What follows belongs to an exercise in optimizing a design on an open flow for small area and a short achievable clock period; a production flow would make more cautious choices.
Function was checked by simulation only, so behaviour that the tests miss may differ from the original.
The flow treats the clock pin as an ideal source, which a real chip does not have.

==> branch onyx: inputs <==
Design alu_top, start of the top module:
module alu_top(clk, A, B, opcode, OUT);
input clk;
input [31:0] A, B;
input [4:0] opcode;
output [63:0] OUT;
reg [31:0] a_r, b_r;
reg [4:0] op_r;
reg [63:0] out_r;
wire [63:0] alu_out;
ALU u_alu(.A(a_r), .B(b_r), .opcode(op_r), .OUT(alu_out));
always @(posedge clk) begin
  a_r <= A;
  b_r <= B;
  op_r <= opcode;
  out_r <= alu_out;
end
assign OUT = out_r;
endmodule
==> module brow, before the edit <==
module brow(x, one, two, neg, p);
input [31:0] x;
input one, two, neg;
output [33:0] p;
wire [33:0] xa = {2'b0, x};
wire [33:0] xb = {1'b0, x, 1'b0};
genvar i;
generate for (i = 0; i < 34; i = i + 1) begin : bits
  bcell uc(.a(xa[i]), .b(xb[i]), .one(one), .two(two), .neg(neg), .p(p[i]));
end endgenerate
endmodule
==> module bcell, before the edit <==
module bcell(a, b, one, two, neg, p);
input a, b, one, two, neg;
output p;
assign p = ((one & a) | (two & b)) ^ neg;
endmodule
export LEC_CHECK = 0
export CAP_MARGIN = 20
export CORE_MARGIN = 2
export CORE_UTILIZATION = 45
export SLEW_MARGIN = 20
export SYNTH_HIERARCHICAL = 1
export SYNTH_MINIMUM_KEEP_SIZE = 0
create_clock -name core_clock -period 28.0 [get_ports {clk}]
run.sh (not shown) runs the stock make flow with config.mk's settings and CLKGATE_MAP_FILE= SYNTH_SCRIPT=/design/flow/synth_recipe.tcl, a recipe that flattens the netlist after the stock synthesis.
==> branch lagoon: changes against branch onyx <==
--- a/flow/design.v
+++ b/flow/design.v
@@ -34,17 +34,7 @@
 input [31:0] x;
 input one, two, neg;
 output [33:0] p;
-wire [33:0] xa = {2'b0, x};
-wire [33:0] xb = {1'b0, x, 1'b0};
-genvar i;
-generate for (i = 0; i < 34; i = i + 1) begin : bits
-  bcell uc(.a(xa[i]), .b(xb[i]), .one(one), .two(two), .neg(neg), .p(p[i]));
-end endgenerate
-endmodule
-module bcell(a, b, one, two, neg, p);
-input a, b, one, two, neg;
-output p;
-assign p = ((one & a) | (two & b)) ^ neg;
+assign p = (({2'b0, x} & {34{one}}) | ({1'b0, x, 1'b0} & {34{two}})) ^ {34{neg}};
 endmodule
 module fadd(a, b, s, s1);
 input [63:0] a, b;
CORE_UTILIZATION = 60   (was 45)
==> flow_metrics.py <==
metrics = {
    "run_status": {
        "status": "timing/DRC/antenna clean",
    },
    "global_route": {
        "use_met1_pct": 43.4,
        "grt_max_degree": 70,
    },
    "synth": {
        "synth.area.mux_share_pct": 2.85,
        "seq_area_frac_synth_pct": 7.35,
    },
    "routing": {
        "drt_iter0_drc": 2898,
    },
    "sta": {
        "fmax_mhz": 85.3,
    },
    "setup_path": {
        "cp.required_ps": 28340,
    },
}
That was branch onyx.
==> flow_metrics.py <==
metrics = {
    "global_route": {
        "use_met1_pct": 53.2,
        "grt_max_degree": 76,
    },
    "placement": {
        "dp.cells": 4299,
    },
    "sta": {
        "fmax_mhz": 86.1,
    },
    "run_status": {
        "status": "timing/DRC/antenna clean",
    },
    "synth": {
        "seq_area_frac_synth_pct": 7.73,
        "synth.area.mux_share_pct": 2.93,
    },
}
That was branch lagoon.

==> inputs of v2 <==
Another version of the RTL of alu_top (not shown whole).
clock: 28.0 ns
lec_check: 0
cap_margin: 20
core_margin: 2
core_utilization: 70
place_density: 0.8
slew_margin: 20
synth_hierarchical: 1
synth_minimum_keep_size: 0
standard.sh (not shown) runs the stock make flow with config.mk's settings and CLKGATE_MAP_FILE= SYNTH_SCRIPT=/design/flow/synth_recipe.tcl, a recipe that flattens the netlist after the stock synthesis.
==> flow/flow/run.sh <==
#!/bin/bash
# Own flow: the standard layout (standard.sh, unchanged synthesis) with
#  - repair_timing kept to a setup margin so it shortens the critical path
#    (a smaller margin up to CTS, the full one after the clock skew below),
#  - plain buf_1 port buffers instead of the delay-cell buffers buffer_ports picks,
#  - after CTS, one clock delay stage in front of the result registers (out_r),
#    so the register-to-register paths through the ALU get more of the cycle
#    (the output paths lose the same amount; input paths are unchanged).
# The SDC is not changed. Each step's output goes to its own log here.
set -euo pipefail
PORTS="BUFFER_PORTS_ARGS=-buffer_cell sky130_fd_sc_hd__buf_1"
bash standard.sh SETUP_SLACK_MARGIN=19 "$PORTS" cts > flow_standard_cts.log 2>&1
R=orfs/results/sky130hd/alu_top/base
cp $R/4_cts.odb $R/4_cts_noskew.odb
SKEW_IN=$R/4_cts_noskew.odb SKEW_OUT=$R/4_cts.odb SKEW_NDLY=1 \
  PLATFORM_DIR=$FLOW_HOME/platforms/sky130hd \
  LIB=$FLOW_HOME/platforms/sky130hd/lib/sky130_fd_sc_hd__tt_025C_1v80.lib \
  SDC=$R/4_cts.sdc openroad -no_init -exit flow/skew.tcl > flow_skew.log 2>&1
bash standard.sh SETUP_SLACK_MARGIN=20.6 "$PORTS" finish > flow_standard_finish.log 2>&1
==> flow/flow/skew.tcl <==
# Delay the clock of the result registers (out_r*) so the register-to-register
# paths through the ALU get more of the cycle. Input and output paths lose
# slack by this, they never gain. Usage: env SKEW_IN SKEW_OUT SKEW_NDLY PLATFORM_DIR LIB SDC
read_db $::env(SKEW_IN)
read_liberty $::env(LIB)
read_sdc $::env(SDC)
source $::env(PLATFORM_DIR)/setRC.tcl
set_propagated_clock [all_clocks]
estimate_parasitics -placement
puts "SKEW before: ws [worst_slack -max] hold [worst_slack -min]"
set block [ord::get_db_block]
set db [ord::get_db]
set dlym [$db findMaster sky130_fd_sc_hd__clkdlybuf4s50_1]
set bufm [$db findMaster sky130_fd_sc_hd__clkbuf_4]
# group out_r flops by their clock net
array set groups {}
foreach inst [$block getInsts] {
  if {![string match {out_r*} [$inst getName]]} { continue }
  set it [$inst findITerm CLK]
  set n [$it getNet]
  lappend groups([$n getName]) $it
}
set k 0
foreach nname [array names groups] {
  set net [$block findNet $nname]
  set its $groups($nname)
  # centroid of the group
  set sx 0; set sy 0
  foreach it $its { set b [[$it getInst] getBBox]; set sx [expr {$sx + [$b xMin]}]; set sy [expr {$sy + [$b yMin]}] }
  set cx [expr {$sx / [llength $its]}]; set cy [expr {$sy / [llength $its]}]
  set prev $net
  for {set d 0} {$d < $::env(SKEW_NDLY)} {incr d} {
    set inst [odb::dbInst_create $block $dlym "skew_dly_${k}_$d"]
    set nn [odb::dbNet_create $block "skew_net_${k}_$d"]
    $nn setSigType CLOCK
    [$inst findITerm A] connect $prev
    [$inst findITerm X] connect $nn
    $inst setLocation $cx $cy
    $inst setPlacementStatus PLACED
    set prev $nn
  }
  set inst [odb::dbInst_create $block $bufm "skew_buf_$k"]
  set nn [odb::dbNet_create $block "skew_clk_$k"]
  $nn setSigType CLOCK
  [$inst findITerm A] connect $prev
  [$inst findITerm X] connect $nn
  $inst setLocation $cx $cy
  $inst setPlacementStatus PLACED
  foreach it $its { $it disconnect; $it connect $nn }
  incr k
}
puts "SKEW groups: $k"
detailed_placement
estimate_parasitics -placement
puts "SKEW after: ws [worst_slack -max] hold [worst_slack -min]"
report_checks -path_delay max -group_path_count 1 -format end
report_checks -path_delay max -to [all_outputs] -format end
detailed_placement
estimate_parasitics -placement
puts "SKEW final: ws [worst_slack -max] hold [worst_slack -min]"
check_placement
write_db $::env(SKEW_OUT)
==> v6: changes against v2 <==
==> flow/flow/run.sh (replaced) <==
#!/bin/bash
# Own flow: the standard layout (standard.sh, unchanged synthesis) with
#  - repair_timing kept to a setup margin so it shortens the critical path,
#  - plain buf_1 port buffers instead of the delay-cell buffers buffer_ports picks,
#  - after CTS, one clock delay stage in front of the result registers (out_r),
#    so the register-to-register paths through the ALU get more of the cycle
#    (the output paths lose the same amount; input paths are unchanged).
# The SDC is not changed. Each step's output goes to its own log here.
set -euo pipefail
KNOBS=(SETUP_SLACK_MARGIN=20.2 "BUFFER_PORTS_ARGS=-buffer_cell sky130_fd_sc_hd__buf_1")
bash standard.sh "${KNOBS[@]}" cts > flow_standard_cts.log 2>&1
R=orfs/results/sky130hd/alu_top/base
cp $R/4_cts.odb $R/4_cts_noskew.odb
SKEW_IN=$R/4_cts_noskew.odb SKEW_OUT=$R/4_cts.odb SKEW_NDLY=1 \
  PLATFORM_DIR=$FLOW_HOME/platforms/sky130hd \
  LIB=$FLOW_HOME/platforms/sky130hd/lib/sky130_fd_sc_hd__tt_025C_1v80.lib \
  SDC=$R/4_cts.sdc openroad -no_init -exit flow/skew.tcl > flow_skew.log 2>&1
bash standard.sh "${KNOBS[@]}" finish > flow_standard_finish.log 2>&1
==> v39: changes against v2 <==
==> flow/flow/run.sh (replaced) <==
#!/bin/bash
# Own flow: the standard layout (standard.sh, unchanged synthesis), with
# repair_timing kept to a setup margin so it shortens the critical path, and
# plain buf_1 port buffers instead of the delay-cell buffers buffer_ports picks.
# The SDC is not changed.
set -euo pipefail
bash standard.sh SETUP_SLACK_MARGIN=19.5 "BUFFER_PORTS_ARGS=-buffer_cell sky130_fd_sc_hd__buf_1" finish > flow_standard.log 2>&1
removed: flow/flow/skew.tcl
==> notes <==
Sequential share of layout area, highest first: v39, v2, v6.
Of v6 and v39, v6 has the higher critical path depth (gap 1).
First-iteration DRC count, highest first: v2, v6, v39.
Global-route usage: v6 > v2 > v39.
v2 completed without violations. v39 finished clean. v6 passed the timing, DRC and antenna checks.
The lowest cell area belongs to v39, the highest to v6.
The lowest utilization belongs to v39, the highest to v6.
In count of clock-buffer cells in the layout, v2 and v39 do not differ.
==> figures <==
Critical path origin: v6 b_r[15]; v39 b_r[7]; v2 op_r[3]
Post-route cell area: v6 0.0377 mm²; v39 0.0367 mm²; v2 0.0377 mm²
Slack of the worst reg-to-reg path: v6 20.24 ns; v39 19.53 ns; v2 20.34 ns
Post-Place Worst Slack: v6 18.21 ns; v39 18.04 ns; v2 18.17 ns
Final wirelength: v6 149000 µm; v39 141000 µm; v2 146000 µm
Critical path data required time: v6 29.03 ns; v39 28.39 ns; v2 29.00 ns
Number of global-route vias before repair: v6 35100; v39 33400; v2 34400
Depth of the worst register-to-register path: v6 25; v39 24; v2 26
Highest cell delay on the worst timing path: v6 0.77 ns; v39 0.74 ns; v2 0.66 ns
RePlAce Congestion: v6 1.08; v39 1.10; v2 1.06
Fill cell total of the finished layout: v6 3288; v39 3470; v2 3264
Run status: v6 timing/DRC/antenna clean; v39 timing/DRC/antenna clean; v2 timing/DRC/antenna clean
Pre-Repair DR Iteration Count: v6 12; v39 13; v2 22
Clock transition time at the flip-flop clock pins of the worst setup and hold paths: v6 0.10 ns; v39 0.07 ns; v2 0.08 ns
Multi-input gate share of the layout cell area: v6 0.803; v39 0.822; v2 0.807

==> inputs of run a <==
alu_top, a different RTL version from the one above (not shown whole).
clock: 28.0 ns
lec_check: 0
cap_margin: 20
core_margin: 2
core_utilization: 70
place_density: 0.8
slew_margin: 20
synth_hierarchical: 1
synth_minimum_keep_size: 0
==> flow/flow/run.sh <==
#!/bin/bash
# Own flow: the standard layout (standard.sh, unchanged synthesis), with
# repair_timing kept to a setup margin so it shortens the critical path, and
# plain buf_1 port buffers instead of the delay-cell buffers buffer_ports picks.
# The SDC is not changed.
set -euo pipefail
bash standard.sh SETUP_SLACK_MARGIN=19 "BUFFER_PORTS_ARGS=-buffer_cell sky130_fd_sc_hd__buf_1" finish > flow_standard.log 2>&1
==> run b: changes against run a <==
--- a/flow/design.v
+++ b/flow/design.v
@@ -21,17 +21,27 @@
 input a, b, c;
 output s, co;
 assign s = a ^ b ^ c;
 assign co = (a & b) | (a & c) | (b & c);
 endmodule
-module benc(b, en, one, two, neg);
+module benc_mf(b, op, one, two, neg);
 input [2:0] b;
-input en;
+input [4:0] op;
 output one, two, neg;
+wire en = (op[4:2] == 3'b001) & (op[1] ~^ op[0]);    
 assign one = (b[1] ^ b[0]) & en;
 assign two = ((b[2] & ~b[1] & ~b[0]) | (~b[2] & b[1] & b[0])) & en;
-assign neg = b[2] & en;
+assign neg = b[2];
+endmodule
+module benc_m(b, op, one, two, neg);
+input [2:0] b;
+input [4:0] op;
+output one, two, neg;
+wire en = (op == 5'd4);
+assign one = (b[1] ^ b[0]) & en;
+assign two = ((b[2] & ~b[1] & ~b[0]) | (~b[2] & b[1] & b[0])) & en;
+assign neg = b[2];
 endmodule
 module brow(x, one, two, neg, p);
 input [31:0] x;
 input one, two, neg;
 output [33:0] p;
@@ -832,14 +842,15 @@
 assign s1[20] = fp[20] ^ (pg1365 | pp1366);
 assign s1[21] = fp[21] ^ (pg1461 | pp1462);
 assign s1[22] = fp[22] ^ (pg1367 | pp1368);
 assign s1[23] = fp[23] ^ (pg1463 | pp1464);
 endmodule
-module omux(s, a, b, y);
-input s;
-input [31:0] a, b;
-output [31:0] y;
+module omux(f, p47, r24, a, b, y);
+input f, p47, r24;
+input [7:0] a, b;
+output [7:0] y;
+wire s = f ? p47 : r24;
 assign y = s ? a : b;
 endmodule
 module fa1(b, c, s, co);
 input b, c;
 output s, co;
@@ -881,14 +892,18 @@
 wire [31:0] z = is_add ? (B ^ {32{opcode[1]}}) :
                 is_fas ? {8'b0, mb_al ^ {24{eff_sub}}} : 32'b0;
 wire cin = is_add & (opcode[0] ^ opcode[1]);
 wire [34:0] ye = {2'b0, y, 1'b0};
 wire [15:0] one, two, neg;
-wire neg0e = neg[0];
+wire neg0e = neg[0] & en_x;
 genvar k;
 generate for (k = 0; k < 16; k = k + 1) begin : benc
-  benc ue(.b(ye[2*k+2:2*k]), .en(k < 13 ? en_x : is_mul), .one(one[k]), .two(two[k]), .neg(neg[k]));
+  if (k < 13) begin : lo
+    benc_mf ue(.b(ye[2*k+2:2*k]), .op(opcode), .one(one[k]), .two(two[k]), .neg(neg[k]));
+  end else begin : hi
+    benc_m ue(.b(ye[2*k+2:2*k]), .op(opcode), .one(one[k]), .two(two[k]), .neg(neg[k]));
+  end
 end endgenerate
 wire [33:0] bp0;
 wire [33:0] bs0;
 brow ur0(.x(x), .one(one[0]), .two(two[0]), .neg(neg[0]), .p(bs0));
 assign bp0 = ovr ? ov0 : bs0;
@@ -1536,11 +1551,10 @@
 wire [23:1] prod1;
 fadd uadd(.a({fc1118, fc1116, fc1114, fc1112, fc1110, fc1108, fc1106, fc1104, fc1102, fc1100, fc1098, fc1096, fc1094, fc1092, fc1090, fc1088, fc1086, fc1084, fc1082, fc1080, fc1078, fc1076, fc1074, fc1072, fc1070, fc1068, fc1066, fc1064, fc1062, fc1060, fc1058, fc1056, fc1054, fc1052, fc1050, fc1048, fc1046, fc1044, fc1042, fc1040, fc1038, fc1036, fc1034, fc1032, fc1030, fc1028, fc1026, fc1024, fc1022, fc1020, fc1018, fc1016, fc1014, fc1012, fc1010, fc1008, fc1006, fc1004, fc1002, fc1000, fc998, fc996, hc994, hs993}), .b({fs1119, fs1117, fs1115, fs1113, fs1111, fs1109, fs1107, fs1105, fs1103, fs1101, fs1099, fs1097, fs1095, fs1093, fs1091, fs1089, fs1087, fs1085, fs1083, fs1081, fs1079, fs1077, fs1075, fs1073, fs1071, fs1069, fs1067, fs1065, fs1063, fs1061, fs1059, fs1057, fs1055, fs1053, fs1051, fs1049, fs1047, fs1045, fs1043, fs1041, fs1039, fs1037, fs1035, fs1033, fs1031, fs1029, fs1027, fs1025, fs1023, fs1021, fs1019, fs1017, fs1015, fs1013, fs1011, fs1009, fs1007, fs1005, fs1003, fs1001, fs999, fs997, fs995, hs869}), .s(prod), .s1(prod1));
 wire r24 = prod[24];
 wire p47 = prod[47];
 wire s_m = sa ^ sb;
-wire late = is_fpm ? p47 : r24;
 wire c_add = is_fas & ~eff_sub;
 wire c_sub = is_fas & eff_sub;
 wire s_lo = (eff_sub & ~is_fps) ? sb : sa;
 wire [31:0] pl = (prod[31:0] & {32{sel_p}}) | lg | {31'b0, is_neg & (A == 32'b0)};
 wire [31:0] hi, lo;
@@ -1550,11 +1564,14 @@
                   ({prod[45:24], 1'b0} & {23{is_fpm}});
 assign hi[30:23] = pl[30:23] | (ec1 & {8{is_fas}}) | (em1 & {8{is_fpm}});
 assign lo[30:23] = pl[30:23] | ((eff_sub ? ec1 : ec) & {8{is_fas}}) | (em & {8{is_fpm}});
 assign hi[31] = pl[31] | (is_fas & sa) | (is_fpm & s_m);
 assign lo[31] = pl[31] | (is_fas & s_lo) | (is_fpm & s_m);
-omux uo(.s(late), .a(hi), .b(lo), .y(OUT[31:0]));
+omux uo0(.f(is_fpm), .p47(p47), .r24(r24), .a(hi[7:0]), .b(lo[7:0]), .y(OUT[7:0]));
+omux uo1(.f(is_fpm), .p47(p47), .r24(r24), .a(hi[15:8]), .b(lo[15:8]), .y(OUT[15:8]));
+omux uo2(.f(is_fpm), .p47(p47), .r24(r24), .a(hi[23:16]), .b(lo[23:16]), .y(OUT[23:16]));
+omux uo3(.f(is_fpm), .p47(p47), .r24(r24), .a(hi[31:24]), .b(lo[31:24]), .y(OUT[31:24]));
 reg [3:0] tt;
 always @(*) begin
   case (opcode)
     5'd8:  tt = 4'b1000;
     5'd9:  tt = 4'b1110;
==> flow/flow/run.sh (replaced) <==
#!/bin/bash
# Own flow: the standard layout (standard.sh, unchanged synthesis), with
# repair_timing kept to a setup margin so it shortens the critical path, and
# plain buf_1 port buffers instead of the delay-cell buffers buffer_ports picks.
# The SDC is not changed.
set -euo pipefail
bash standard.sh SETUP_SLACK_MARGIN=19.5 "BUFFER_PORTS_ARGS=-buffer_cell sky130_fd_sc_hd__buf_1" finish > flow_standard.log 2>&1
==> impl_metrics.env <==
export IMPL_clock_area_share_pct=1.65
export IMPL_worstRegToRegCells=28
export IMPL_outcome="finished clean"
export IMPL_grt_setup_unrepaired="false"
export IMPL_hp_start="b_r[29]"
export IMPL_grt_pass1_wl_um=195000
export IMPL_synth_xor_area_share_pct=16.9
export IMPL_use_met1_pct=61.5
export IMPL_die_w_um=224
export IMPL_synth_area_um2=33800
export IMPL_hold_end="out_r[29]"
export IMPL_yosysSeqAreaShare_pct=7.87
export IMPL_period_share_pct=31.8
[end of results for run a]
==> impl_metrics.env <==
export IMPL_outcome="finished clean"
export IMPL_die_w_um=226
export IMPL_tightest_slew_ns=1.07
export IMPL_hp_start="b_r[21]"
export IMPL_clock_area_share_pct=1.64
export IMPL_grt_pass1_wl_um=206000
export IMPL_relSlewSlack_pct=28.4
export IMPL_yosysSeqAreaShare_pct=7.72
export IMPL_dr_pass1_iters=11
export IMPL_min_path_cells=5
export IMPL_grt_setup_unrepaired="true"
[end of results for run b]

-- separate check: timing with driven ports --
The results above use ideal ports. As a check the final layouts listed here were re-extracted and re-timed, cells and wires unchanged.
Step 1, drivers: a clkbuf_16 drives clk and a buf_2 each remaining input, both assumed.
Step 2, shift: input delay + t, output delay - t, t = (earliest + latest rising clock arrival at the registers) / 2. This alone moves slack from input paths to output paths.
Three values: ideal, step 1, step 2; two values: the first two.
| run | t, ns | setup slack, ns | worst setup path at the end | latest minus earliest clock arrival (ns) | worst data-port slew with drivers (ns) |
|---|---|---|---|---|---|
| branch onyx | 0.545 | 16.277 / 16.277 / 16.277 | register to register | 0.025 / 0.024 | 0.04 |
| branch lagoon | 0.510 | 16.388 / 16.388 / 16.388 | register to register | 0.027 / 0.026 | 0.05 |
| v2 | 0.857 | 20.344 / 20.344 / 20.344 | register to register | 0.692 / 0.691 | 0.05 |
| v6 | 0.845 | 20.239 / 20.239 / 20.239 | register to register | 0.676 / 0.676 | 0.08 |
| v39 | 0.515 | 19.529 / 19.529 / 19.529 | register to register | 0.014 / 0.014 | 0.05 |
| run a | 0.562 | 19.085 / 19.085 / 19.085 | register to register | 0.023 / 0.023 | 0.04 |
| run b | 0.567 | 19.444 / 19.444 / 19.444 | register to register | 0.018 / 0.018 | 0.05 |
In v2 and v6 the clock reaches the registers at very different times; t lies between them, and the last value is a rough guide only.
